From an optimization exercise on the open Yosys and OpenROAD flow, aimed at small area and a short achievable clock period; shortcuts taken in it are not production practice. The RTL of this run was laid out without a check of its function.

<file path="flow/flow/run.sh">
#!/bin/bash
set -e
export BUFFER_PORTS_ARGS="-buffer_cell sky130_fd_sc_hd__buf_1"
bash standard.sh > standard.log 2>&1
</file>
<file path="flow/standard.sh">
#!/bin/bash
# synth_recipe.tcl (not shown) runs the flow's synth.tcl, then flattens the netlist and writes it again
# the make line also repeats each setting of config.mk as NAME=value (left out here)
make -C /OpenROAD-flow-scripts/flow DESIGN_CONFIG=/design/flow/config.mk WORK_HOME=/design/flow/orfs CLKGATE_MAP_FILE= SYNTH_SCRIPT=/design/flow/synth_recipe.tcl "${@:-finish}"
</file>
<file path="flow/config.mk">
export PLATFORM = sky130hd
export DESIGN_NAME = intt4point
export DESIGN_NICKNAME = intt4point
export VERILOG_FILES = /design/flow/design.v
export SDC_FILE = /design/flow/constraint.sdc
export NUM_CORES = 4
export LEC_CHECK = 0
export CAP_MARGIN = 20
export CORE_MARGIN = 2
export CORE_UTILIZATION = 40
export SLEW_MARGIN = 20
export SYNTH_HIERARCHICAL = 1
export SYNTH_MINIMUM_KEEP_SIZE = 0
</file>
<file path="flow/constraint.sdc">
create_clock -name core_clock -period 110.0 [get_ports {clk}]
set_input_delay 22.0000 -clock core_clock [delete_from_list [all_inputs] [get_ports {clk}]]
set_output_delay 22.0000 -clock core_clock [all_outputs]
set_load 0.01 [all_outputs]
</file>
<file path="flow/design.v">
module intt4point(
    input clk, rst,
    input [15:0] in0, in1, in2, in3,
    output [15:0] out0, out1, out2, out3
);
  wire [12:0] z0, z1, z2, z3;
  reg [14:0] rs0;
  reg [14:0] rs2;
  reg [13:0] rb;
  reg [13:0] rd;
  wire [12:0] g0 = in0[12:0] & {13{~rst}};
  wire [12:0] g1 = in1[12:0] & {13{~rst}};
  wire [12:0] g2 = in2[12:0] & {13{~rst}};
  wire [12:0] g3 = in3[12:0] & {13{~rst}};
  wire s1, c2;
  ha_m us1 (.a(g0[0]), .b(g2[0]), .s(s1), .co(c2));
  wire s3, c4;
  fa_m us3 (.a(g0[1]), .b(g2[1]), .c(c2), .s(s3), .co(c4));
  wire s5, c6;
  fa_m us5 (.a(g0[2]), .b(g2[2]), .c(c4), .s(s5), .co(c6));
  wire s7, c8;
  fa_m us7 (.a(g0[3]), .b(g2[3]), .c(c6), .s(s7), .co(c8));
  wire s9, c10;
  fa_m us9 (.a(g0[4]), .b(g2[4]), .c(c8), .s(s9), .co(c10));
  wire s11, c12;
  fa_m us11 (.a(g0[5]), .b(g2[5]), .c(c10), .s(s11), .co(c12));
  wire s13, c14;
  fa_m us13 (.a(g0[6]), .b(g2[6]), .c(c12), .s(s13), .co(c14));
  wire s15, c16;
  fa_m us15 (.a(g0[7]), .b(g2[7]), .c(c14), .s(s15), .co(c16));
  wire s17, c18;
  fa_m us17 (.a(g0[8]), .b(g2[8]), .c(c16), .s(s17), .co(c18));
  wire s19, c20;
  fa_m us19 (.a(g0[9]), .b(g2[9]), .c(c18), .s(s19), .co(c20));
  wire s21, c22;
  fa_m us21 (.a(g0[10]), .b(g2[10]), .c(c20), .s(s21), .co(c22));
  wire s23, c24;
  fa_m us23 (.a(g0[11]), .b(g2[11]), .c(c22), .s(s23), .co(c24));
  wire s25, c26;
  fa_m us25 (.a(g0[12]), .b(g2[12]), .c(c24), .s(s25), .co(c26));
  wire s27, c28;
  ha_m us27 (.a(g1[0]), .b(g3[0]), .s(s27), .co(c28));
  wire s29, c30;
  fa_m us29 (.a(g1[1]), .b(g3[1]), .c(c28), .s(s29), .co(c30));
  wire s31, c32;
  fa_m us31 (.a(g1[2]), .b(g3[2]), .c(c30), .s(s31), .co(c32));
  wire s33, c34;
  fa_m us33 (.a(g1[3]), .b(g3[3]), .c(c32), .s(s33), .co(c34));
  wire s35, c36;
  fa_m us35 (.a(g1[4]), .b(g3[4]), .c(c34), .s(s35), .co(c36));
  wire s37, c38;
  fa_m us37 (.a(g1[5]), .b(g3[5]), .c(c36), .s(s37), .co(c38));
  wire s39, c40;
  fa_m us39 (.a(g1[6]), .b(g3[6]), .c(c38), .s(s39), .co(c40));
  wire s41, c42;
  fa_m us41 (.a(g1[7]), .b(g3[7]), .c(c40), .s(s41), .co(c42));
  wire s43, c44;
  fa_m us43 (.a(g1[8]), .b(g3[8]), .c(c42), .s(s43), .co(c44));
  wire s45, c46;
  fa_m us45 (.a(g1[9]), .b(g3[9]), .c(c44), .s(s45), .co(c46));
  wire s47, c48;
  fa_m us47 (.a(g1[10]), .b(g3[10]), .c(c46), .s(s47), .co(c48));
  wire s49, c50;
  fa_m us49 (.a(g1[11]), .b(g3[11]), .c(c48), .s(s49), .co(c50));
  wire s51, c52;
  fa_m us51 (.a(g1[12]), .b(g3[12]), .c(c50), .s(s51), .co(c52));
  wire i53 = ~g2[0];
  wire s54, c55;
  xn_m us54 (.a(g0[0]), .b(i53), .y(s54));
  or_m uc55 (.a(g0[0]), .b(i53), .y(c55));
  wire i56 = ~g2[1];
  wire s57, c58;
  fa_m us57 (.a(g0[1]), .b(i56), .c(c55), .s(s57), .co(c58));
  wire i59 = ~g2[2];
  wire s60, c61;
  fa_m us60 (.a(g0[2]), .b(i59), .c(c58), .s(s60), .co(c61));
  wire i62 = ~g2[3];
  wire s63, c64;
  fa_m us63 (.a(g0[3]), .b(i62), .c(c61), .s(s63), .co(c64));
  wire i65 = ~g2[4];
  wire s66, c67;
  fa_m us66 (.a(g0[4]), .b(i65), .c(c64), .s(s66), .co(c67));
  wire i68 = ~g2[5];
  wire s69, c70;
  fa_m us69 (.a(g0[5]), .b(i68), .c(c67), .s(s69), .co(c70));
  wire i71 = ~g2[6];
  wire s72, c73;
  fa_m us72 (.a(g0[6]), .b(i71), .c(c70), .s(s72), .co(c73));
  wire i74 = ~g2[7];
  wire s75, c76;
  fa_m us75 (.a(g0[7]), .b(i74), .c(c73), .s(s75), .co(c76));
  wire i77 = ~g2[8];
  wire s78, c79;
  fa_m us78 (.a(g0[8]), .b(i77), .c(c76), .s(s78), .co(c79));
  wire i80 = ~g2[9];
  wire s81, c82;
  fa_m us81 (.a(g0[9]), .b(i80), .c(c79), .s(s81), .co(c82));
  wire i83 = ~g2[10];
  wire s84, c85;
  fa_m us84 (.a(g0[10]), .b(i83), .c(c82), .s(s84), .co(c85));
  wire i86 = ~g2[11];
  wire s87, c88;
  fa_m us87 (.a(g0[11]), .b(i86), .c(c85), .s(s87), .co(c88));
  wire i89 = ~g2[12];
  wire s90, c91;
  fa_m us90 (.a(g0[12]), .b(i89), .c(c88), .s(s90), .co(c91));
  wire i92 = ~g3[0];
  wire s93, c94;
  xn_m us93 (.a(g1[0]), .b(i92), .y(s93));
  or_m uc94 (.a(g1[0]), .b(i92), .y(c94));
  wire i95 = ~g3[1];
  wire s96, c97;
  fa_m us96 (.a(g1[1]), .b(i95), .c(c94), .s(s96), .co(c97));
  wire i98 = ~g3[2];
  wire s99, c100;
  fa_m us99 (.a(g1[2]), .b(i98), .c(c97), .s(s99), .co(c100));
  wire i101 = ~g3[3];
  wire s102, c103;
  fa_m us102 (.a(g1[3]), .b(i101), .c(c100), .s(s102), .co(c103));
  wire i104 = ~g3[4];
  wire s105, c106;
  fa_m us105 (.a(g1[4]), .b(i104), .c(c103), .s(s105), .co(c106));
  wire i107 = ~g3[5];
  wire s108, c109;
  fa_m us108 (.a(g1[5]), .b(i107), .c(c106), .s(s108), .co(c109));
  wire i110 = ~g3[6];
  wire s111, c112;
  fa_m us111 (.a(g1[6]), .b(i110), .c(c109), .s(s111), .co(c112));
  wire i113 = ~g3[7];
  wire s114, c115;
  fa_m us114 (.a(g1[7]), .b(i113), .c(c112), .s(s114), .co(c115));
  wire i116 = ~g3[8];
  wire s117, c118;
  fa_m us117 (.a(g1[8]), .b(i116), .c(c115), .s(s117), .co(c118));
  wire i119 = ~g3[9];
  wire s120, c121;
  fa_m us120 (.a(g1[9]), .b(i119), .c(c118), .s(s120), .co(c121));
  wire i122 = ~g3[10];
  wire s123, c124;
  fa_m us123 (.a(g1[10]), .b(i122), .c(c121), .s(s123), .co(c124));
  wire i125 = ~g3[11];
  wire s126, c127;
  fa_m us126 (.a(g1[11]), .b(i125), .c(c124), .s(s126), .co(c127));
  wire i128 = ~g3[12];
  wire s129, c130;
  fa_m us129 (.a(g1[12]), .b(i128), .c(c127), .s(s129), .co(c130));
  wire s131, c132;
  ha_m us131 (.a(s1), .b(s27), .s(s131), .co(c132));
  wire s133, c134;
  fa_m us133 (.a(s3), .b(s29), .c(c132), .s(s133), .co(c134));
  wire s135, c136;
  fa_m us135 (.a(s5), .b(s31), .c(c134), .s(s135), .co(c136));
  wire s137, c138;
  fa_m us137 (.a(s7), .b(s33), .c(c136), .s(s137), .co(c138));
  wire s139, c140;
  fa_m us139 (.a(s9), .b(s35), .c(c138), .s(s139), .co(c140));
  wire s141, c142;
  fa_m us141 (.a(s11), .b(s37), .c(c140), .s(s141), .co(c142));
  wire s143, c144;
  fa_m us143 (.a(s13), .b(s39), .c(c142), .s(s143), .co(c144));
  wire s145, c146;
  fa_m us145 (.a(s15), .b(s41), .c(c144), .s(s145), .co(c146));
  wire s147, c148;
  fa_m us147 (.a(s17), .b(s43), .c(c146), .s(s147), .co(c148));
  wire s149, c150;
  fa_m us149 (.a(s19), .b(s45), .c(c148), .s(s149), .co(c150));
  wire s151, c152;
  fa_m us151 (.a(s21), .b(s47), .c(c150), .s(s151), .co(c152));
  wire s153, c154;
  fa_m us153 (.a(s23), .b(s49), .c(c152), .s(s153), .co(c154));
  wire s155, c156;
  fa_m us155 (.a(s25), .b(s51), .c(c154), .s(s155), .co(c156));
  wire s157, c158;
  fa_m us157 (.a(c26), .b(c52), .c(c156), .s(s157), .co(c158));
  wire i159 = ~s27;
  wire s160, c161;
  xn_m us160 (.a(s1), .b(i159), .y(s160));
  or_m uc161 (.a(s1), .b(i159), .y(c161));
  wire i162 = ~s29;
  wire s163, c164;
  fa_m us163 (.a(s3), .b(i162), .c(c161), .s(s163), .co(c164));
  wire i165 = ~s31;
  wire s166, c167;
  fa_m us166 (.a(s5), .b(i165), .c(c164), .s(s166), .co(c167));
  wire i168 = ~s33;
  wire s169, c170;
  fa_m us169 (.a(s7), .b(i168), .c(c167), .s(s169), .co(c170));
  wire i171 = ~s35;
  wire s172, c173;
  fa_m us172 (.a(s9), .b(i171), .c(c170), .s(s172), .co(c173));
  wire i174 = ~s37;
  wire s175, c176;
  fa_m us175 (.a(s11), .b(i174), .c(c173), .s(s175), .co(c176));
  wire i177 = ~s39;
  wire s178, c179;
  fa_m us178 (.a(s13), .b(i177), .c(c176), .s(s178), .co(c179));
  wire i180 = ~s41;
  wire s181, c182;
  fa_m us181 (.a(s15), .b(i180), .c(c179), .s(s181), .co(c182));
  wire i183 = ~s43;
  wire s184, c185;
  fa_m us184 (.a(s17), .b(i183), .c(c182), .s(s184), .co(c185));
  wire i186 = ~s45;
  wire s187, c188;
  fa_m us187 (.a(s19), .b(i186), .c(c185), .s(s187), .co(c188));
  wire i189 = ~s47;
  wire s190, c191;
  fa_m us190 (.a(s21), .b(i189), .c(c188), .s(s190), .co(c191));
  wire i192 = ~s49;
  wire s193, c194;
  fa_m us193 (.a(s23), .b(i192), .c(c191), .s(s193), .co(c194));
  wire i195 = ~s51;
  wire s196, c197;
  fa_m us196 (.a(s25), .b(i195), .c(c194), .s(s196), .co(c197));
  wire i198 = ~c52;
  wire s199, c200;
  fa_m us199 (.a(c26), .b(i198), .c(c197), .s(s199), .co(c200));
  wire [14:0] rs0_d = {c158, s157, s155, s153, s151, s149, s147, s145, s143, s141, s139, s137, s135, s133, s131};
  wire [14:0] rs2_d = {c200, s199, s196, s193, s190, s187, s184, s181, s178, s175, s172, s169, s166, s163, s160};
  wire [13:0] rb_d = {c91, s90, s87, s84, s81, s78, s75, s72, s69, s66, s63, s60, s57, s54};
  wire [13:0] rd_d = {c130, s129, s126, s123, s120, s117, s114, s111, s108, s105, s102, s99, s96, s93};
  wire i201 = ~rs0[1];
  wire s202, c203;
  ha_m us202 (.a(i201), .b(rs0[14]), .s(s202), .co(c203));
  wire s204, c205;
  ha_m us204 (.a(rs0[0]), .b(rs0[9]), .s(s204), .co(c205));
  wire s206, c207;
  fa_m us206 (.a(rs0[1]), .b(rs0[10]), .c(c205), .s(s206), .co(c207));
  wire s208, c209;
  ha_m us208 (.a(rs0[11]), .b(c207), .s(s208), .co(c209));
  wire s210, c211;
  ha_m us210 (.a(rs0[12]), .b(c209), .s(s210), .co(c211));
  wire s212, c213;
  fa_m us212 (.a(rs0[13]), .b(rs0[0]), .c(c211), .s(s212), .co(c213));
  wire i214 = ~rs0[0];
  wire s215, c216;
  fa_m us215 (.a(i214), .b(s202), .c(c213), .s(s215), .co(c216));
  wire s217, c218;
  xn_m us217 (.a(c203), .b(c216), .y(s217));
  or_m uc218 (.a(c203), .b(c216), .y(c218));
  wire [12:0] w219 = {s215, s212, s210, s208, s206, s204, rs0[8], rs0[7], rs0[6], rs0[5], rs0[4], rs0[3], rs0[2]};
  assign z0 = s217 ? w219 + 13'd7681 : w219;
  wire i220 = ~rs2[14];
  wire s221, c222;
  fa_m us221 (.a(rs2[1]), .b(i220), .c(rs2[7]), .s(s221), .co(c222));
  wire s223, c224;
  fa_m us223 (.a(rs2[2]), .b(rs2[8]), .c(c222), .s(s223), .co(c224));
  wire s225, c226;
  fa_m us225 (.a(rs2[3]), .b(rs2[9]), .c(rs2[0]), .s(s225), .co(c226));
  wire i227 = ~s225;
  wire s228, c229;
  ha_m us228 (.a(rs2[7]), .b(i227), .s(s228), .co(c229));
  wire s230, c231;
  ha_m us230 (.a(rs2[4]), .b(rs2[10]), .s(s230), .co(c231));
  wire s232, c233;
  fa_m us232 (.a(rs2[1]), .b(c226), .c(s230), .s(s232), .co(c233));
  wire s234, c235;
  ha_m us234 (.a(rs2[8]), .b(c229), .s(s234), .co(c235));
  wire s236, c237;
  fa_m us236 (.a(rs2[2]), .b(rs2[5]), .c(rs2[11]), .s(s236), .co(c237));
  wire s238, c239;
  fa_m us238 (.a(c231), .b(s236), .c(c233), .s(s238), .co(c239));
  wire s240, c241;
  fa_m us240 (.a(rs2[0]), .b(rs2[9]), .c(c235), .s(s240), .co(c241));
  wire s242, c243;
  fa_m us242 (.a(rs2[3]), .b(rs2[6]), .c(rs2[12]), .s(s242), .co(c243));
  wire i244 = ~c237;
  wire s245, c246;
  fa_m us245 (.a(rs2[1]), .b(rs2[10]), .c(i244), .s(s245), .co(c246));
  wire i247 = ~s245;
  wire s248, c249;
  fa_m us248 (.a(s242), .b(i247), .c(c239), .s(s248), .co(c249));
  wire s250, c251;
  fa_m us250 (.a(rs2[2]), .b(rs2[11]), .c(rs2[0]), .s(s250), .co(c251));
  wire s252, c253;
  fa_m us252 (.a(rs2[4]), .b(rs2[7]), .c(rs2[13]), .s(s252), .co(c253));
  wire i254 = ~s250;
  wire s255, c256;
  fa_m us255 (.a(c243), .b(i254), .c(s252), .s(s255), .co(c256));
  wire i257 = ~s255;
  wire s258, c259;
  ha_m us258 (.a(c246), .b(i257), .s(s258), .co(c259));
  wire s260, c261;
  xn_m us260 (.a(rs2[3]), .b(rs2[12]), .y(s260));
  or_m uc261 (.a(rs2[3]), .b(rs2[12]), .y(c261));
  wire s262, c263;
  fa_m us262 (.a(rs2[5]), .b(rs2[8]), .c(rs2[14]), .s(s262), .co(c263));
  wire s264, c265;
  fa_m us264 (.a(rs2[1]), .b(c251), .c(s260), .s(s264), .co(c265));
  wire s266, c267;
  fa_m us266 (.a(c253), .b(s262), .c(c256), .s(s266), .co(c267));
  wire s268, c269;
  ha_m us268 (.a(s264), .b(c259), .s(s268), .co(c269));
  wire s270, c271;
  ha_m us270 (.a(rs2[0]), .b(rs2[9]), .s(s270), .co(c271));
  wire s272, c273;
  fa_m us272 (.a(rs2[2]), .b(rs2[4]), .c(rs2[13]), .s(s272), .co(c273));
  wire s274, c275;
  fa_m us274 (.a(rs2[0]), .b(rs2[6]), .c(c263), .s(s274), .co(c275));
  wire s276, c277;
  fa_m us276 (.a(c261), .b(s272), .c(c265), .s(s276), .co(c277));
  wire s278, c279;
  fa_m us278 (.a(s270), .b(s274), .c(c267), .s(s278), .co(c279));
  wire s280, c281;
  ha_m us280 (.a(s276), .b(c269), .s(s280), .co(c281));
  wire s282, c283;
  ha_m us282 (.a(rs2[1]), .b(rs2[10]), .s(s282), .co(c283));
  wire s284, c285;
  fa_m us284 (.a(c271), .b(s282), .c(c275), .s(s284), .co(c285));
  wire s286, c287;
  fa_m us286 (.a(rs2[3]), .b(c273), .c(c277), .s(s286), .co(c287));
  wire i288 = ~c281;
  wire s289, c290;
  fa_m us289 (.a(s284), .b(c279), .c(i288), .s(s289), .co(c290));
  wire s291, c292;
  ha_m us291 (.a(rs2[2]), .b(rs2[11]), .s(s291), .co(c292));
  wire s293, c294;
  fa_m us293 (.a(c283), .b(s291), .c(c285), .s(s293), .co(c294));
  wire i295 = ~s293;
  wire s296, c297;
  fa_m us296 (.a(rs2[4]), .b(c287), .c(i295), .s(s296), .co(c297));
  wire s298, c299;
  fa_m us298 (.a(rs2[3]), .b(rs2[12]), .c(c292), .s(s298), .co(c299));
  wire i300 = ~rs2[5];
  wire s301, c302;
  fa_m us301 (.a(i300), .b(s298), .c(c294), .s(s301), .co(c302));
  wire i303 = ~rs2[4];
  wire s304, c305;
  xn_m us304 (.a(rs2[0]), .b(i303), .y(s304));
  or_m uc305 (.a(rs2[0]), .b(i303), .y(c305));
  wire i306 = ~rs2[13];
  wire s307, c308;
  fa_m us307 (.a(i306), .b(rs2[6]), .c(s304), .s(s307), .co(c308));
  wire i309 = ~c299;
  wire s310, c311;
  ha_m us310 (.a(i309), .b(s307), .s(s310), .co(c311));
  wire s312, c313;
  ha_m us312 (.a(c305), .b(c308), .s(s312), .co(c313));
  wire i314 = ~s221;
  wire s315, c316;
  ha_m us315 (.a(rs2[5]), .b(i314), .s(s315), .co(c316));
  wire i317 = ~s223;
  wire s318, c319;
  fa_m us318 (.a(rs2[6]), .b(i317), .c(c316), .s(s318), .co(c319));
  wire i320 = ~c224;
  wire s321, c322;
  fa_m us321 (.a(i320), .b(s228), .c(c319), .s(s321), .co(c322));
  wire i323 = ~s232;
  wire s324, c325;
  fa_m us324 (.a(i323), .b(s234), .c(c322), .s(s324), .co(c325));
  wire i326 = ~s238;
  wire s327, c328;
  fa_m us327 (.a(i326), .b(s240), .c(c325), .s(s327), .co(c328));
  wire i329 = ~s248;
  wire s330, c331;
  xn_m us330 (.a(c241), .b(i329), .y(s330));
  or_m uc331 (.a(c241), .b(i329), .y(c331));
  wire i332 = ~c249;
  wire s333, c334;
  ha_m us333 (.a(s258), .b(i332), .s(s333), .co(c334));
  wire i335 = ~s266;
  wire s336, c337;
  ha_m us336 (.a(i335), .b(s268), .s(s336), .co(c337));
  wire i338 = ~s278;
  wire s339, c340;
  ha_m us339 (.a(i338), .b(s280), .s(s339), .co(c340));
  wire s341, c342;
  fa_m us341 (.a(s315), .b(s286), .c(c340), .s(s341), .co(c342));
  wire s343, c344;
  fa_m us343 (.a(s318), .b(s296), .c(c342), .s(s343), .co(c344));
  wire s345, c346;
  fa_m us345 (.a(s321), .b(c297), .c(c344), .s(s345), .co(c346));
  wire i347 = ~c302;
  wire s348, c349;
  fa_m us348 (.a(s310), .b(i347), .c(s324), .s(s348), .co(c349));
  wire i350 = ~s315;
  wire s351, c352;
  xn_m us351 (.a(i350), .b(c311), .y(s351));
  or_m uc352 (.a(i350), .b(c311), .y(c352));
  wire s353, c354;
  fa_m us353 (.a(s312), .b(s351), .c(s327), .s(s353), .co(c354));
  wire i355 = ~s318;
  wire s356, c357;
  xn_m us356 (.a(c313), .b(i355), .y(s356));
  or_m uc357 (.a(c313), .b(i355), .y(c357));
  wire s358, c359;
  ha_m us358 (.a(c352), .b(s356), .s(s358), .co(c359));
  wire i360 = ~s321;
  wire s361, c362;
  xn_m us361 (.a(i360), .b(c357), .y(s361));
  or_m uc362 (.a(i360), .b(c357), .y(c362));
  wire s363, c364;
  ha_m us363 (.a(c328), .b(s330), .s(s363), .co(c364));
  wire s365, c366;
  fa_m us365 (.a(c331), .b(s333), .c(c364), .s(s365), .co(c366));
  wire s367, c368;
  fa_m us367 (.a(c334), .b(s336), .c(c366), .s(s367), .co(c368));
  wire s369, c370;
  fa_m us369 (.a(c337), .b(s339), .c(c368), .s(s369), .co(c370));
  wire i371 = ~s289;
  wire s372, c373;
  fa_m us372 (.a(i371), .b(s341), .c(c370), .s(s372), .co(c373));
  wire i374 = ~c290;
  wire s375, c376;
  fa_m us375 (.a(i374), .b(s343), .c(c373), .s(s375), .co(c376));
  wire i377 = ~s301;
  wire s378, c379;
  fa_m us378 (.a(i377), .b(s345), .c(c376), .s(s378), .co(c379));
  wire s380, c381;
  fa_m us380 (.a(c346), .b(s348), .c(c379), .s(s380), .co(c381));
  wire s382, c383;
  fa_m us382 (.a(c349), .b(s353), .c(c381), .s(s382), .co(c383));
  wire s384, c385;
  fa_m us384 (.a(c354), .b(s358), .c(c383), .s(s384), .co(c385));
  wire s386, c387;
  fa_m us386 (.a(c359), .b(s361), .c(c385), .s(s386), .co(c387));
  wire s388, c389;
  fa_m us388 (.a(c362), .b(s324), .c(c387), .s(s388), .co(c389));
  wire i390 = ~s324;
  wire s391, c392;
  fa_m us391 (.a(i390), .b(s327), .c(c389), .s(s391), .co(c392));
  wire i393 = ~s327;
  wire s394, c395;
  xn_m us394 (.a(i393), .b(c392), .y(s394));
  or_m uc395 (.a(i393), .b(c392), .y(c395));
  wire [12:0] w396 = {s391, s388, s386, s384, s382, s380, s378, s375, s372, s369, s367, s365, s363};
  assign z2 = s394 ? w396 + 13'd7681 : w396;
  wire s397, c398;
  xn_m us397 (.a(rb[4]), .b(rb[0]), .y(s397));
  or_m uc398 (.a(rb[4]), .b(rb[0]), .y(c398));
  wire s399, c400;
  fa_m us399 (.a(rb[5]), .b(rb[1]), .c(c398), .s(s399), .co(c400));
  wire s401, c402;
  ha_m us401 (.a(rb[6]), .b(rb[2]), .s(s401), .co(c402));
  wire s403, c404;
  fa_m us403 (.a(rb[0]), .b(s401), .c(c400), .s(s403), .co(c404));
  wire s405, c406;
  fa_m us405 (.a(rb[7]), .b(rb[3]), .c(rb[1]), .s(s405), .co(c406));
  wire s407, c408;
  fa_m us407 (.a(c402), .b(s405), .c(c404), .s(s407), .co(c408));
  wire s409, c410;
  ha_m us409 (.a(rd[9]), .b(rd[0]), .s(s409), .co(c410));
  wire s411, c412;
  fa_m us411 (.a(rb[8]), .b(rb[4]), .c(rb[2]), .s(s411), .co(c412));
  wire s413, c414;
  fa_m us413 (.a(rd[10]), .b(rd[1]), .c(c410), .s(s413), .co(c414));
  wire s415, c416;
  fa_m us415 (.a(c406), .b(s411), .c(c408), .s(s415), .co(c416));
  wire s417, c418;
  fa_m us417 (.a(rb[0]), .b(rb[9]), .c(rb[5]), .s(s417), .co(c418));
  wire s419, c420;
  fa_m us419 (.a(rb[3]), .b(rd[0]), .c(c412), .s(s419), .co(c420));
  wire s421, c422;
  fa_m us421 (.a(rd[2]), .b(rd[11]), .c(c414), .s(s421), .co(c422));
  wire s423, c424;
  fa_m us423 (.a(s417), .b(s419), .c(c416), .s(s423), .co(c424));
  wire s425, c426;
  fa_m us425 (.a(rb[1]), .b(rb[10]), .c(rb[6]), .s(s425), .co(c426));
  wire s427, c428;
  fa_m us427 (.a(rb[4]), .b(rb[0]), .c(rd[1]), .s(s427), .co(c428));
  wire s429, c430;
  fa_m us429 (.a(c418), .b(s425), .c(s427), .s(s429), .co(c430));
  wire s431, c432;
  fa_m us431 (.a(rd[3]), .b(rd[12]), .c(c422), .s(s431), .co(c432));
  wire s433, c434;
  fa_m us433 (.a(c420), .b(s429), .c(c424), .s(s433), .co(c434));
  wire i435 = ~rb[2];
  wire s436, c437;
  xn_m us436 (.a(i435), .b(rd[4]), .y(s436));
  or_m uc437 (.a(i435), .b(rd[4]), .y(c437));
  wire s438, c439;
  fa_m us438 (.a(rb[11]), .b(rb[7]), .c(rb[5]), .s(s438), .co(c439));
  wire s440, c441;
  fa_m us440 (.a(rb[1]), .b(rd[2]), .c(rd[0]), .s(s440), .co(c441));
  wire s442, c443;
  fa_m us442 (.a(c426), .b(c428), .c(s438), .s(s442), .co(c443));
  wire s444, c445;
  fa_m us444 (.a(s440), .b(c430), .c(s442), .s(s444), .co(c445));
  wire s446, c447;
  fa_m us446 (.a(rd[13]), .b(s436), .c(c432), .s(s446), .co(c447));
  wire i448 = ~s444;
  wire s449, c450;
  ha_m us449 (.a(i448), .b(s446), .s(s449), .co(c450));
  wire s451, c452;
  fa_m us451 (.a(rb[12]), .b(rb[8]), .c(rb[6]), .s(s451), .co(c452));
  wire s453, c454;
  fa_m us453 (.a(rb[2]), .b(rd[3]), .c(rd[1]), .s(s453), .co(c454));
  wire s455, c456;
  fa_m us455 (.a(c439), .b(c441), .c(s451), .s(s455), .co(c456));
  wire s457, c458;
  fa_m us457 (.a(s453), .b(c443), .c(s455), .s(s457), .co(c458));
  wire i459 = ~c437;
  wire s460, c461;
  fa_m us460 (.a(i459), .b(c445), .c(s457), .s(s460), .co(c461));
  wire i462 = ~s460;
  wire s463, c464;
  ha_m us463 (.a(i462), .b(c447), .s(s463), .co(c464));
  wire s465, c466;
  fa_m us465 (.a(rd[2]), .b(rb[13]), .c(rb[9]), .s(s465), .co(c466));
  wire s467, c468;
  fa_m us467 (.a(rb[7]), .b(rb[3]), .c(rd[4]), .s(s467), .co(c468));
  wire s469, c470;
  fa_m us469 (.a(c452), .b(c454), .c(s465), .s(s469), .co(c470));
  wire s471, c472;
  fa_m us471 (.a(s467), .b(c456), .c(s469), .s(s471), .co(c472));
  wire s473, c474;
  fa_m us473 (.a(c458), .b(s471), .c(c461), .s(s473), .co(c474));
  wire s475, c476;
  ha_m us475 (.a(rb[0]), .b(c464), .s(s475), .co(c476));
  wire s477, c478;
  fa_m us477 (.a(rd[3]), .b(rb[10]), .c(rb[8]), .s(s477), .co(c478));
  wire s479, c480;
  fa_m us479 (.a(rb[4]), .b(rd[5]), .c(c466), .s(s479), .co(c480));
  wire s481, c482;
  fa_m us481 (.a(c468), .b(s477), .c(c470), .s(s481), .co(c482));
  wire s483, c484;
  fa_m us483 (.a(s479), .b(c472), .c(s481), .s(s483), .co(c484));
  wire i485 = ~rb[1];
  wire s486, c487;
  fa_m us486 (.a(i485), .b(s483), .c(c474), .s(s486), .co(c487));
  wire s488, c489;
  fa_m us488 (.a(rd[4]), .b(rb[11]), .c(rb[9]), .s(s488), .co(c489));
  wire s490, c491;
  fa_m us490 (.a(rb[5]), .b(rd[6]), .c(c478), .s(s490), .co(c491));
  wire s492, c493;
  fa_m us492 (.a(s488), .b(c480), .c(s490), .s(s492), .co(c493));
  wire s494, c495;
  fa_m us494 (.a(c482), .b(s492), .c(c484), .s(s494), .co(c495));
  wire i496 = ~s494;
  wire s497, c498;
  ha_m us497 (.a(rb[2]), .b(i496), .s(s497), .co(c498));
  wire s499, c500;
  fa_m us499 (.a(rb[12]), .b(rb[10]), .c(rb[6]), .s(s499), .co(c500));
  wire s501, c502;
  fa_m us501 (.a(rd[7]), .b(c489), .c(s499), .s(s501), .co(c502));
  wire s503, c504;
  fa_m us503 (.a(c491), .b(s501), .c(c493), .s(s503), .co(c504));
  wire s505, c506;
  xn_m us505 (.a(s503), .b(c495), .y(s505));
  or_m uc506 (.a(s503), .b(c495), .y(c506));
  wire s507, c508;
  ha_m us507 (.a(rb[13]), .b(rb[11]), .s(s507), .co(c508));
  wire s509, c510;
  fa_m us509 (.a(rb[7]), .b(rd[8]), .c(c500), .s(s509), .co(c510));
  wire s511, c512;
  fa_m us511 (.a(s507), .b(c502), .c(s509), .s(s511), .co(c512));
  wire s513, c514;
  xn_m us513 (.a(s511), .b(c504), .y(s513));
  or_m uc514 (.a(s511), .b(c504), .y(c514));
  wire s515, c516;
  fa_m us515 (.a(rb[12]), .b(rb[8]), .c(rd[9]), .s(s515), .co(c516));
  wire s517, c518;
  fa_m us517 (.a(c508), .b(s515), .c(c510), .s(s517), .co(c518));
  wire s519, c520;
  xn_m us519 (.a(c512), .b(s517), .y(s519));
  or_m uc520 (.a(c512), .b(s517), .y(c520));
  wire s521, c522;
  fa_m us521 (.a(rb[13]), .b(rb[9]), .c(rd[10]), .s(s521), .co(c522));
  wire s523, c524;
  fa_m us523 (.a(c516), .b(s521), .c(c518), .s(s523), .co(c524));
  wire s525, c526;
  ha_m us525 (.a(rb[10]), .b(rd[11]), .s(s525), .co(c526));
  wire s527, c528;
  xn_m us527 (.a(c522), .b(s525), .y(s527));
  or_m uc528 (.a(c522), .b(s525), .y(c528));
  wire s529, c530;
  ha_m us529 (.a(rb[11]), .b(rd[12]), .s(s529), .co(c530));
  wire s531, c532;
  xn_m us531 (.a(c526), .b(s529), .y(s531));
  or_m uc532 (.a(c526), .b(s529), .y(c532));
  wire s533, c534;
  fa_m us533 (.a(rb[12]), .b(rd[13]), .c(c530), .s(s533), .co(c534));
  wire i535 = ~rb[3];
  wire s536, c537;
  ha_m us536 (.a(i535), .b(rd[5]), .s(s536), .co(c537));
  wire i538 = ~s397;
  wire s539, c540;
  fa_m us539 (.a(rd[6]), .b(i538), .c(c537), .s(s539), .co(c540));
  wire i541 = ~s399;
  wire s542, c543;
  fa_m us542 (.a(rd[7]), .b(i541), .c(c540), .s(s542), .co(c543));
  wire i544 = ~s403;
  wire s545, c546;
  fa_m us545 (.a(rd[8]), .b(i544), .c(c543), .s(s545), .co(c546));
  wire i547 = ~s407;
  wire s548, c549;
  fa_m us548 (.a(i547), .b(s409), .c(c546), .s(s548), .co(c549));
  wire i550 = ~s415;
  wire s551, c552;
  fa_m us551 (.a(s413), .b(i550), .c(c549), .s(s551), .co(c552));
  wire i553 = ~s423;
  wire s554, c555;
  fa_m us554 (.a(s421), .b(i553), .c(c552), .s(s554), .co(c555));
  wire i556 = ~s433;
  wire s557, c558;
  fa_m us557 (.a(s431), .b(i556), .c(c555), .s(s557), .co(c558));
  wire i559 = ~c434;
  wire s560, c561;
  xn_m us560 (.a(s449), .b(i559), .y(s560));
  or_m uc561 (.a(s449), .b(i559), .y(c561));
  wire s562, c563;
  fa_m us562 (.a(s536), .b(s463), .c(c450), .s(s562), .co(c563));
  wire s564, c565;
  fa_m us564 (.a(s539), .b(s475), .c(c563), .s(s564), .co(c565));
  wire s566, c567;
  fa_m us566 (.a(s542), .b(c476), .c(c565), .s(s566), .co(c567));
  wire i568 = ~c487;
  wire s569, c570;
  fa_m us569 (.a(s545), .b(s497), .c(i568), .s(s569), .co(c570));
  wire i571 = ~s536;
  wire s572, c573;
  xn_m us572 (.a(i571), .b(s548), .y(s572));
  or_m uc573 (.a(i571), .b(s548), .y(c573));
  wire s574, c575;
  fa_m us574 (.a(s572), .b(c498), .c(c570), .s(s574), .co(c575));
  wire s576, c577;
  fa_m us576 (.a(s539), .b(s513), .c(c506), .s(s576), .co(c577));
  wire s578, c579;
  fa_m us578 (.a(s551), .b(c573), .c(c575), .s(s578), .co(c579));
  wire s580, c581;
  fa_m us580 (.a(s542), .b(s519), .c(c514), .s(s580), .co(c581));
  wire i582 = ~s554;
  wire s583, c584;
  fa_m us583 (.a(s580), .b(c577), .c(i582), .s(s583), .co(c584));
  wire s585, c586;
  fa_m us585 (.a(c520), .b(s545), .c(s523), .s(s585), .co(c586));
  wire s587, c588;
  fa_m us587 (.a(s585), .b(c581), .c(c584), .s(s587), .co(c588));
  wire s589, c590;
  ha_m us589 (.a(s527), .b(c524), .s(s589), .co(c590));
  wire s591, c592;
  fa_m us591 (.a(s548), .b(c586), .c(s589), .s(s591), .co(c592));
  wire s593, c594;
  ha_m us593 (.a(c528), .b(s531), .s(s593), .co(c594));
  wire s595, c596;
  fa_m us595 (.a(s593), .b(c590), .c(s551), .s(s595), .co(c596));
  wire s597, c598;
  ha_m us597 (.a(c532), .b(s533), .s(s597), .co(c598));
  wire s599, c600;
  fa_m us599 (.a(c594), .b(s597), .c(c596), .s(s599), .co(c600));
  wire s601, c602;
  ha_m us601 (.a(rb[13]), .b(c534), .s(s601), .co(c602));
  wire s603, c604;
  fa_m us603 (.a(c598), .b(s601), .c(c600), .s(s603), .co(c604));
  wire s605, c606;
  ha_m us605 (.a(c558), .b(s560), .s(s605), .co(c606));
  wire s607, c608;
  fa_m us607 (.a(c561), .b(s562), .c(c606), .s(s607), .co(c608));
  wire i609 = ~s473;
  wire s610, c611;
  fa_m us610 (.a(i609), .b(s564), .c(c608), .s(s610), .co(c611));
  wire i612 = ~s486;
  wire s613, c614;
  fa_m us613 (.a(i612), .b(s566), .c(c611), .s(s613), .co(c614));
  wire s615, c616;
  fa_m us615 (.a(c567), .b(s569), .c(c614), .s(s615), .co(c616));
  wire i617 = ~s505;
  wire s618, c619;
  fa_m us618 (.a(i617), .b(s574), .c(c616), .s(s618), .co(c619));
  wire i620 = ~s576;
  wire s621, c622;
  fa_m us621 (.a(i620), .b(s578), .c(c619), .s(s621), .co(c622));
  wire i623 = ~s583;
  wire s624, c625;
  fa_m us624 (.a(c579), .b(i623), .c(c622), .s(s624), .co(c625));
  wire i626 = ~s587;
  wire s627, c628;
  fa_m us627 (.a(s557), .b(i626), .c(c625), .s(s627), .co(c628));
  wire i629 = ~c628;
  wire s630, c631;
  fa_m us630 (.a(c588), .b(s591), .c(i629), .s(s630), .co(c631));
  wire s632, c633;
  fa_m us632 (.a(c592), .b(s595), .c(c631), .s(s632), .co(c633));
  wire s634, c635;
  fa_m us634 (.a(s554), .b(s599), .c(c633), .s(s634), .co(c635));
  wire s636, c637;
  fa_m us636 (.a(s557), .b(s603), .c(c635), .s(s636), .co(c637));
  wire s638, c639;
  fa_m us638 (.a(c602), .b(c604), .c(c637), .s(s638), .co(c639));
  wire [14:0] w640 = {c639, ~s638, ~s636, ~s634, ~s632, ~s630, s627, s624, s621, s618, s615, s613, s610, s607, s605};
  wire i641 = ~c639;
  wire n642 = i641 & (w640[13:0] >= 14'd7681);
  wire n643 = c639 | n642;
  wire i644 = ~s630;
  wire i645 = ~s632;
  wire i646 = ~s634;
  wire i647 = ~s636;
  wire [12:0] w648 = {i647, i646, i645, i644, s627, s624, s621, s618, s615, s613, s610, s607, s605};
  assign z1 = c639 ? w648 + 13'd7681 : (n642 ? w648 + 13'd511 : w648);
  wire i649 = ~rd[4];
  wire s650, c651;
  ha_m us650 (.a(rb[6]), .b(i649), .s(s650), .co(c651));
  wire i652 = ~rb[7];
  wire s653, c654;
  fa_m us653 (.a(i652), .b(rd[5]), .c(rd[1]), .s(s653), .co(c654));
  wire i655 = ~rd[6];
  wire s656, c657;
  xn_m us656 (.a(rb[8]), .b(i655), .y(s656));
  or_m uc657 (.a(rb[8]), .b(i655), .y(c657));
  wire s658, c659;
  fa_m us658 (.a(rd[2]), .b(rd[0]), .c(c654), .s(s658), .co(c659));
  wire s660, c661;
  fa_m us660 (.a(rd[7]), .b(rd[3]), .c(rd[1]), .s(s660), .co(c661));
  wire s662, c663;
  fa_m us662 (.a(rb[0]), .b(rb[9]), .c(c657), .s(s662), .co(c663));
  wire s664, c665;
  xn_m us664 (.a(s660), .b(c659), .y(s664));
  or_m uc665 (.a(s660), .b(c659), .y(c665));
  wire s666, c667;
  fa_m us666 (.a(rd[8]), .b(rd[4]), .c(rd[2]), .s(s666), .co(c667));
  wire s668, c669;
  fa_m us668 (.a(rb[1]), .b(rb[10]), .c(c663), .s(s668), .co(c669));
  wire s670, c671;
  fa_m us670 (.a(c661), .b(s666), .c(c665), .s(s670), .co(c671));
  wire s672, c673;
  fa_m us672 (.a(rd[0]), .b(rb[0]), .c(rd[9]), .s(s672), .co(c673));
  wire s674, c675;
  fa_m us674 (.a(rd[5]), .b(rd[3]), .c(c667), .s(s674), .co(c675));
  wire s676, c677;
  fa_m us676 (.a(rb[2]), .b(rb[11]), .c(c669), .s(s676), .co(c677));
  wire s678, c679;
  fa_m us678 (.a(s672), .b(s674), .c(c671), .s(s678), .co(c679));
  wire s680, c681;
  fa_m us680 (.a(rd[1]), .b(rb[1]), .c(rd[10]), .s(s680), .co(c681));
  wire s682, c683;
  fa_m us682 (.a(rd[6]), .b(rd[4]), .c(rd[0]), .s(s682), .co(c683));
  wire s684, c685;
  fa_m us684 (.a(c673), .b(s680), .c(s682), .s(s684), .co(c685));
  wire i686 = ~c675;
  wire s687, c688;
  fa_m us687 (.a(rb[3]), .b(rb[12]), .c(i686), .s(s687), .co(c688));
  wire i689 = ~s684;
  wire s690, c691;
  fa_m us690 (.a(i689), .b(s687), .c(c677), .s(s690), .co(c691));
  wire i692 = ~rb[0];
  wire s693, c694;
  xn_m us693 (.a(i692), .b(rb[13]), .y(s693));
  or_m uc694 (.a(i692), .b(rb[13]), .y(c694));
  wire s695, c696;
  fa_m us695 (.a(rb[2]), .b(rd[11]), .c(rd[7]), .s(s695), .co(c696));
  wire s697, c698;
  fa_m us697 (.a(rd[5]), .b(rd[1]), .c(rd[2]), .s(s697), .co(c698));
  wire s699, c700;
  fa_m us699 (.a(c681), .b(c683), .c(s695), .s(s699), .co(c700));
  wire s701, c702;
  fa_m us701 (.a(s697), .b(c685), .c(s699), .s(s701), .co(c702));
  wire s703, c704;
  fa_m us703 (.a(rb[4]), .b(s693), .c(c688), .s(s703), .co(c704));
  wire i705 = ~s701;
  wire s706, c707;
  ha_m us706 (.a(i705), .b(s703), .s(s706), .co(c707));
  wire s708, c709;
  fa_m us708 (.a(rb[1]), .b(rb[3]), .c(rd[12]), .s(s708), .co(c709));
  wire s710, c711;
  fa_m us710 (.a(rd[8]), .b(rd[6]), .c(rd[2]), .s(s710), .co(c711));
  wire s712, c713;
  fa_m us712 (.a(c696), .b(c698), .c(s708), .s(s712), .co(c713));
  wire s714, c715;
  fa_m us714 (.a(s710), .b(c700), .c(s712), .s(s714), .co(c715));
  wire s716, c717;
  fa_m us716 (.a(c694), .b(c704), .c(c707), .s(s716), .co(c717));
  wire s718, c719;
  xn_m us718 (.a(c702), .b(s714), .y(s718));
  or_m uc719 (.a(c702), .b(s714), .y(c719));
  wire s720, c721;
  fa_m us720 (.a(rb[2]), .b(rb[4]), .c(rd[13]), .s(s720), .co(c721));
  wire s722, c723;
  fa_m us722 (.a(rd[9]), .b(rd[7]), .c(rd[3]), .s(s722), .co(c723));
  wire s724, c725;
  fa_m us724 (.a(c709), .b(c711), .c(s720), .s(s724), .co(c725));
  wire s726, c727;
  fa_m us726 (.a(s722), .b(c713), .c(s724), .s(s726), .co(c727));
  wire s728, c729;
  fa_m us728 (.a(c715), .b(s726), .c(c719), .s(s728), .co(c729));
  wire i730 = ~s728;
  wire s731, c732;
  ha_m us731 (.a(rd[0]), .b(i730), .s(s731), .co(c732));
  wire s733, c734;
  fa_m us733 (.a(rb[3]), .b(rb[5]), .c(rd[10]), .s(s733), .co(c734));
  wire s735, c736;
  fa_m us735 (.a(rd[8]), .b(rd[4]), .c(c721), .s(s735), .co(c736));
  wire s737, c738;
  fa_m us737 (.a(c723), .b(s733), .c(c725), .s(s737), .co(c738));
  wire s739, c740;
  fa_m us739 (.a(s735), .b(c727), .c(s737), .s(s739), .co(c740));
  wire i741 = ~rd[1];
  wire s742, c743;
  fa_m us742 (.a(i741), .b(s739), .c(c729), .s(s742), .co(c743));
  wire s744, c745;
  fa_m us744 (.a(rb[4]), .b(rb[6]), .c(rd[11]), .s(s744), .co(c745));
  wire s746, c747;
  fa_m us746 (.a(rd[9]), .b(rd[5]), .c(c734), .s(s746), .co(c747));
  wire s748, c749;
  fa_m us748 (.a(s744), .b(c736), .c(s746), .s(s748), .co(c749));
  wire s750, c751;
  fa_m us750 (.a(c738), .b(s748), .c(c740), .s(s750), .co(c751));
  wire i752 = ~s750;
  wire s753, c754;
  ha_m us753 (.a(rd[2]), .b(i752), .s(s753), .co(c754));
  wire s755, c756;
  fa_m us755 (.a(rb[7]), .b(rd[12]), .c(rd[10]), .s(s755), .co(c756));
  wire s757, c758;
  fa_m us757 (.a(rd[6]), .b(c745), .c(s755), .s(s757), .co(c758));
  wire s759, c760;
  fa_m us759 (.a(c747), .b(s757), .c(c749), .s(s759), .co(c760));
  wire s761, c762;
  xn_m us761 (.a(s759), .b(c751), .y(s761));
  or_m uc762 (.a(s759), .b(c751), .y(c762));
  wire s763, c764;
  ha_m us763 (.a(rb[8]), .b(rd[13]), .s(s763), .co(c764));
  wire s765, c766;
  fa_m us765 (.a(rd[11]), .b(rd[7]), .c(c756), .s(s765), .co(c766));
  wire s767, c768;
  fa_m us767 (.a(s763), .b(c758), .c(s765), .s(s767), .co(c768));
  wire s769, c770;
  xn_m us769 (.a(s767), .b(c760), .y(s769));
  or_m uc770 (.a(s767), .b(c760), .y(c770));
  wire s771, c772;
  fa_m us771 (.a(rb[9]), .b(rd[12]), .c(rd[8]), .s(s771), .co(c772));
  wire s773, c774;
  fa_m us773 (.a(c764), .b(s771), .c(c766), .s(s773), .co(c774));
  wire s775, c776;
  xn_m us775 (.a(c768), .b(s773), .y(s775));
  or_m uc776 (.a(c768), .b(s773), .y(c776));
  wire s777, c778;
  fa_m us777 (.a(rb[10]), .b(rd[13]), .c(rd[9]), .s(s777), .co(c778));
  wire s779, c780;
  fa_m us779 (.a(c772), .b(s777), .c(c774), .s(s779), .co(c780));
  wire s781, c782;
  ha_m us781 (.a(rb[11]), .b(rd[10]), .s(s781), .co(c782));
  wire s783, c784;
  xn_m us783 (.a(c778), .b(s781), .y(s783));
  or_m uc784 (.a(c778), .b(s781), .y(c784));
  wire s785, c786;
  ha_m us785 (.a(rb[12]), .b(rd[11]), .s(s785), .co(c786));
  wire s787, c788;
  xn_m us787 (.a(c782), .b(s785), .y(s787));
  or_m uc788 (.a(c782), .b(s785), .y(c788));
  wire s789, c790;
  fa_m us789 (.a(rb[13]), .b(rd[12]), .c(c786), .s(s789), .co(c790));
  wire i791 = ~rd[3];
  wire s792, c793;
  ha_m us792 (.a(rb[5]), .b(i791), .s(s792), .co(c793));
  wire i794 = ~rd[0];
  wire s795, c796;
  fa_m us795 (.a(i794), .b(s650), .c(c793), .s(s795), .co(c796));
  wire i797 = ~s653;
  wire s798, c799;
  fa_m us798 (.a(c651), .b(i797), .c(c796), .s(s798), .co(c799));
  wire i800 = ~s658;
  wire s801, c802;
  fa_m us801 (.a(s656), .b(i800), .c(c799), .s(s801), .co(c802));
  wire i803 = ~s664;
  wire s804, c805;
  fa_m us804 (.a(s662), .b(i803), .c(c802), .s(s804), .co(c805));
  wire i806 = ~s670;
  wire s807, c808;
  fa_m us807 (.a(s668), .b(i806), .c(c805), .s(s807), .co(c808));
  wire i809 = ~s678;
  wire s810, c811;
  fa_m us810 (.a(s676), .b(i809), .c(c808), .s(s810), .co(c811));
  wire i812 = ~c679;
  wire s813, c814;
  fa_m us813 (.a(i812), .b(s690), .c(c811), .s(s813), .co(c814));
  wire s815, c816;
  xn_m us815 (.a(s706), .b(c691), .y(s815));
  or_m uc816 (.a(s706), .b(c691), .y(c816));
  wire s817, c818;
  fa_m us817 (.a(s792), .b(s716), .c(c816), .s(s817), .co(c818));
  wire s819, c820;
  fa_m us819 (.a(s795), .b(c717), .c(s731), .s(s819), .co(c820));
  wire s821, c822;
  fa_m us821 (.a(s798), .b(c732), .c(c820), .s(s821), .co(c822));
  wire s823, c824;
  fa_m us823 (.a(s801), .b(s753), .c(c822), .s(s823), .co(c824));
  wire i825 = ~s792;
  wire s826, c827;
  xn_m us826 (.a(i825), .b(s804), .y(s826));
  or_m uc827 (.a(i825), .b(s804), .y(c827));
  wire i828 = ~s761;
  wire s829, c830;
  fa_m us829 (.a(i828), .b(s826), .c(c754), .s(s829), .co(c830));
  wire s831, c832;
  fa_m us831 (.a(s795), .b(s769), .c(c762), .s(s831), .co(c832));
  wire s833, c834;
  fa_m us833 (.a(s807), .b(c827), .c(c830), .s(s833), .co(c834));
  wire s835, c836;
  fa_m us835 (.a(s798), .b(s775), .c(c770), .s(s835), .co(c836));
  wire i837 = ~s810;
  wire s838, c839;
  fa_m us838 (.a(s835), .b(i837), .c(c832), .s(s838), .co(c839));
  wire s840, c841;
  fa_m us840 (.a(c776), .b(s801), .c(s779), .s(s840), .co(c841));
  wire s842, c843;
  fa_m us842 (.a(s840), .b(c836), .c(c839), .s(s842), .co(c843));
  wire s844, c845;
  ha_m us844 (.a(s783), .b(c780), .s(s844), .co(c845));
  wire s846, c847;
  fa_m us846 (.a(s804), .b(c841), .c(s844), .s(s846), .co(c847));
  wire s848, c849;
  ha_m us848 (.a(c784), .b(s787), .s(s848), .co(c849));
  wire s850, c851;
  fa_m us850 (.a(s848), .b(c845), .c(s807), .s(s850), .co(c851));
  wire s852, c853;
  ha_m us852 (.a(c788), .b(s789), .s(s852), .co(c853));
  wire s854, c855;
  fa_m us854 (.a(c849), .b(s852), .c(s810), .s(s854), .co(c855));
  wire s856, c857;
  ha_m us856 (.a(rd[13]), .b(c790), .s(s856), .co(c857));
  wire s858, c859;
  fa_m us858 (.a(c853), .b(s856), .c(s813), .s(s858), .co(c859));
  wire s860, c861;
  ha_m us860 (.a(c814), .b(s815), .s(s860), .co(c861));
  wire i862 = ~s718;
  wire s863, c864;
  fa_m us863 (.a(i862), .b(s817), .c(c861), .s(s863), .co(c864));
  wire s865, c866;
  fa_m us865 (.a(c818), .b(s819), .c(c864), .s(s865), .co(c866));
  wire i867 = ~s742;
  wire s868, c869;
  fa_m us868 (.a(i867), .b(s821), .c(c866), .s(s868), .co(c869));
  wire i870 = ~c743;
  wire s871, c872;
  fa_m us871 (.a(i870), .b(s823), .c(c869), .s(s871), .co(c872));
  wire s873, c874;
  fa_m us873 (.a(c824), .b(s829), .c(c872), .s(s873), .co(c874));
  wire i875 = ~s831;
  wire s876, c877;
  fa_m us876 (.a(i875), .b(s833), .c(c874), .s(s876), .co(c877));
  wire i878 = ~s838;
  wire s879, c880;
  fa_m us879 (.a(c834), .b(i878), .c(c877), .s(s879), .co(c880));
  wire i881 = ~s842;
  wire s882, c883;
  fa_m us882 (.a(s813), .b(i881), .c(c880), .s(s882), .co(c883));
  wire i884 = ~c883;
  wire s885, c886;
  fa_m us885 (.a(c843), .b(s846), .c(i884), .s(s885), .co(c886));
  wire s887, c888;
  fa_m us887 (.a(c847), .b(s850), .c(c886), .s(s887), .co(c888));
  wire s889, c890;
  fa_m us889 (.a(c851), .b(s854), .c(c888), .s(s889), .co(c890));
  wire s891, c892;
  fa_m us891 (.a(c855), .b(s858), .c(c890), .s(s891), .co(c892));
  wire s893, c894;
  fa_m us893 (.a(c857), .b(c859), .c(c892), .s(s893), .co(c894));
  wire [14:0] w895 = {c894, ~s893, ~s891, ~s889, ~s887, ~s885, s882, s879, s876, s873, s871, s868, s865, s863, s860};
  wire i896 = ~c894;
  wire n897 = i896 & (w895[13:0] >= 14'd7681);
  wire n898 = c894 | n897;
  wire i899 = ~s885;
  wire i900 = ~s887;
  wire i901 = ~s889;
  wire i902 = ~s891;
  wire [12:0] w903 = {i902, i901, i900, i899, s882, s879, s876, s873, s871, s868, s865, s863, s860};
  assign z3 = c894 ? w903 + 13'd7681 : (n897 ? w903 + 13'd511 : w903);
  always @(posedge clk) begin
    rs0 <= rs0_d;
    rs2 <= rs2_d;
    rb <= rb_d;
    rd <= rd_d;
  end
  assign out0 = {3'b000, z0};
  assign out1 = {3'b000, z1};
  assign out2 = {3'b000, z2};
  assign out3 = {3'b000, z3};
endmodule
module fa_m(input a, b, c, output s, co);
  assign s = a ^ b ^ c;
  assign co = (a & b) | (a & c) | (b & c);
endmodule
module ha_m(input a, b, output s, co);
  assign s = a ^ b;
  assign co = a & b;
endmodule
module xn_m(input a, b, output y);
  assign y = ~(a ^ b);
endmodule
module or_m(input a, b, output y);
  assign y = a | b;
endmodule
</file>
==> run_results.csv <==
group,metric,value,unit
outcome,outcome,"no timing/DRC/antenna violations",
timing,whs,21.99,ns
final_layout,layout.nets,1411,
final_layout,area_delta_synth_final,9.65,%
placement,io_buffers,105,
clock_network,clk_pin_slew_worst_paths,0.05,ns
grt,grt-ovfl-total,0,
critical_path,crit_required,88.00,ns
synthesis,yosys_warnings,7,
timing,clock.fmax,31.1,MHz
synthesis,avgSynthCellArea,12.0,um^2
timing,rsz0062_at_grt,"false",
synthesis,synth_top_cell_by_area,"fa_1",
die,die_area,27900,um^2
grt,grtUsageTotal,0.174,
final_layout,postLayoutCellArea,11600,um^2
timing,setup_slack,77.87,ns
flow_run,max_cap_violations,0,
clock_network,post_cts_buffers,0,
final_layout,final_common_cell,"fa_1",
clock_network,cts_sinks,58,
detailed_routing,drc,0,
die,die_h,167,um
die,rows,59,
detailed_routing,wl_per_cell,16.9,um
worst_hold_path,min_path_type,"in -> reg",
timing,worst_pin_slew,0.724,ns
synthesis,synth_edf_count,0,
synthesis,ys_types,56,
clock_network,clk_path_buf_depth,2,
critical_path,crit_slowest_cell,"dfxtp_1",
detailed_routing,drt_pass1_iterations,4,
synthesis,synth_flop_cell,"dfxtp_1",
final_layout,fin_util,0.447,
clock_network,cts_tree,"built",
placement,dp_hpwl,20200,um
clock_network,cts-root-buf,"clkbuf_16",
timing,setup_viol,0,
synthesis,ys_seq_area_frac,0.109,
placement,routabilityCongestion,0.877,
synthesis,synthTopCellsByArea,"fa_1 56%, dfxtp_1 11%, ha_1 7.1%",
synthesis,synth_area,10600,um^2
detailed_routing,routed_wl,22500,um
synthesis,async_flop_share,0,
final_layout,antenna_cells,0,
critical_path,crit_path_end_kind,"output port",
final_layout,drive_above_1_share,0.0362,
clock_network,htree_levels,3,
critical_path,critPathLaunchType,"flop",
detailed_routing,vias_per_cell,4.86,
synthesis,yosysTopAreaCellShare,0.558,
die,start_util,0.407,
grt,antenna_found_initial,0,
detailed_routing,num_vias,6455,
grt,grt_start_max_net_pins,53,
timing,hold_viol_final,0,
critical_path,arrival,10.13,ns
timing,max_slew_margin,0.514,
final_layout,mostFrequentLayoutCells,"296 x fa_1, 132 x inv_1, 104 x buf_1, 60 x ha_1, 58 x dfxtp_1",
critical_path,worstPathMaxFanout,8,
die,io_pins,130,
timing,tns,0,ns
critical_path,path_common_cell,"fa_1",
clock_network,hold_buffers,0,
placement,placed_area,11300,um^2
synthesis,synth-seq-cells,58,
timing,finalCritPeriodShare,0.292,
critical_path,crit_type,"reg -> out",
clock_network,cts_resized,0,
die,core_area,26100,um^2
grt,grt_pass1_vias,7248,
critical_path,max_stage_delay,0.67,ns
clock_network,cts_made_buffers,9,
timing,post-route-min-period,32.13,ns
detailed_routing,drt_iter0_drc,307,
die,dieWidth,167,um
placement,place_ws,78.17,ns
detailed_routing,drtAntennaViolNets,0,
grt,grt_pass1_wl,37600,um
timing,drv_slew,0,
synthesis,synthCells,887,
worst_hold_path,holdPathStages,3,
per-module statistics from Yosys, one instance, submodules excluded:
module | cells | cell area (um^2) | copies in the design | flops+latches
fa_m | 1 | 20.0 | 296 | 0
ha_m | 1 | 12.5 | 52 | 0
xn_m | 1 | 8.76 | 31 | 0
or_m | 1 | 6.26 | 29 | 0
intt4point | 479 | 3590 | 1 | 58
stage by stage:
stage | cells
floorplan | 898
global placement | 1313
detailed placement | 1313
CTS | 1329
global route | 1329
finish | 1329
synthesized netlist by cell type, drive strengths merged, types with 3 or more instances:
cell	instances
nand3	19
dfxtp	58
nor4	3
xnor2	53
nand2b	30
and3	4
nor2	20
o31ai	4
o41ai	3
ha	60
inv	132
o21ai	11
clkbuf	12
a31oi	5
nand3b	3
or2	32
nand4	12
buf	15
xor2	24
nand2	27
nor3	6
nor2b	27
fa	296
o32ai	3
critical path: cells and delay by family (launching register included):
| family | cells | cell delay (ns) |
|---|---|---|
| AO/OA/AOI/OAI | 2 | 0.47 |
| XOR/XNOR | 1 | 0.19 |
| adder cells (fa/ha/maj) | 21 | 7.53 |
| buffers and inverters | 3 | 0.35 |
| flip-flops | 1 | 0.67 |
| AND/OR/NAND/NOR | 2 | 0.59 |
per-layer routing:
layer  part of all wire  routed length [um]  up-vias  GRT usage
li1                   -                   -     2919          -
met1               0.43                9580     3348      0.239
met2               0.50               11300      157      0.294
met3              0.050                1120       31     0.0204
met4              0.023                 511        0     0.0454
met5                  0                   0        -          0
final timing paths:
kind                           from            end  slack [ns]
worst max-delay path  rd[4]$_DFF_P_        out3[5]       77.87
worst min-delay path         in3[0]  rd[0]$_DFF_P_       21.99
kinds of logic after synthesis:
family,synth area share
adder cells (fa/ha/maj),0.629
AND/OR/NAND/NOR,0.105
buffers and inverters,0.0609
XOR/XNOR,0.0635
flip-flops,0.109
AO/OA/AOI/OAI,0.0295
multiplexers,0.00306
other,0.000353
registers in the layout (all words and copies together), names as in the netlist:
signal	count
rs0	15
rs2	15
rb	14
rd	14
final cells by class:
type | instances | area (um^2)
clock inverters | 5 | 52.6
multi-input cells | 681 | 8850
inverters | 132 | 495
flip-flops and latches | 58 | 1160
clock buffers | 11 | 253
fillers | 2445 | 14400
well taps | 335 | 419
repair buffers | 107 | 410

-- what the ideal ports hide --
The flow's constraints put no driver on any port. The routed layout listed below was extracted and timed again, unchanged, in two steps.
Step 1 (the two cells are an assumption about what drives the block):
set clk [get_ports {clk}]
set_driving_cell -lib_cell sky130_fd_sc_hd__clkbuf_16 $clk
set_driving_cell -lib_cell sky130_fd_sc_hd__buf_2 [delete_from_list [all_inputs] $clk]
Step 2 times the ports against the registers' clock, not the clock port: input delays grow and output delays shrink by t, the midpoint of the rising clock arrivals with the driver on.
Slacks: no drivers / after step 1 / after step 2; pairs: no drivers / after step 1.
shift t [ns]: 0.362
setup slack, ns: 77.865 / 77.826 / 78.188
hold slack, ns: 21.995 / 21.976 / 22.338
After both steps setup and hold are still met in this run. For this run, drivers alone change the setup slack by -0.039 ns; drivers and shift together by +0.323 ns.
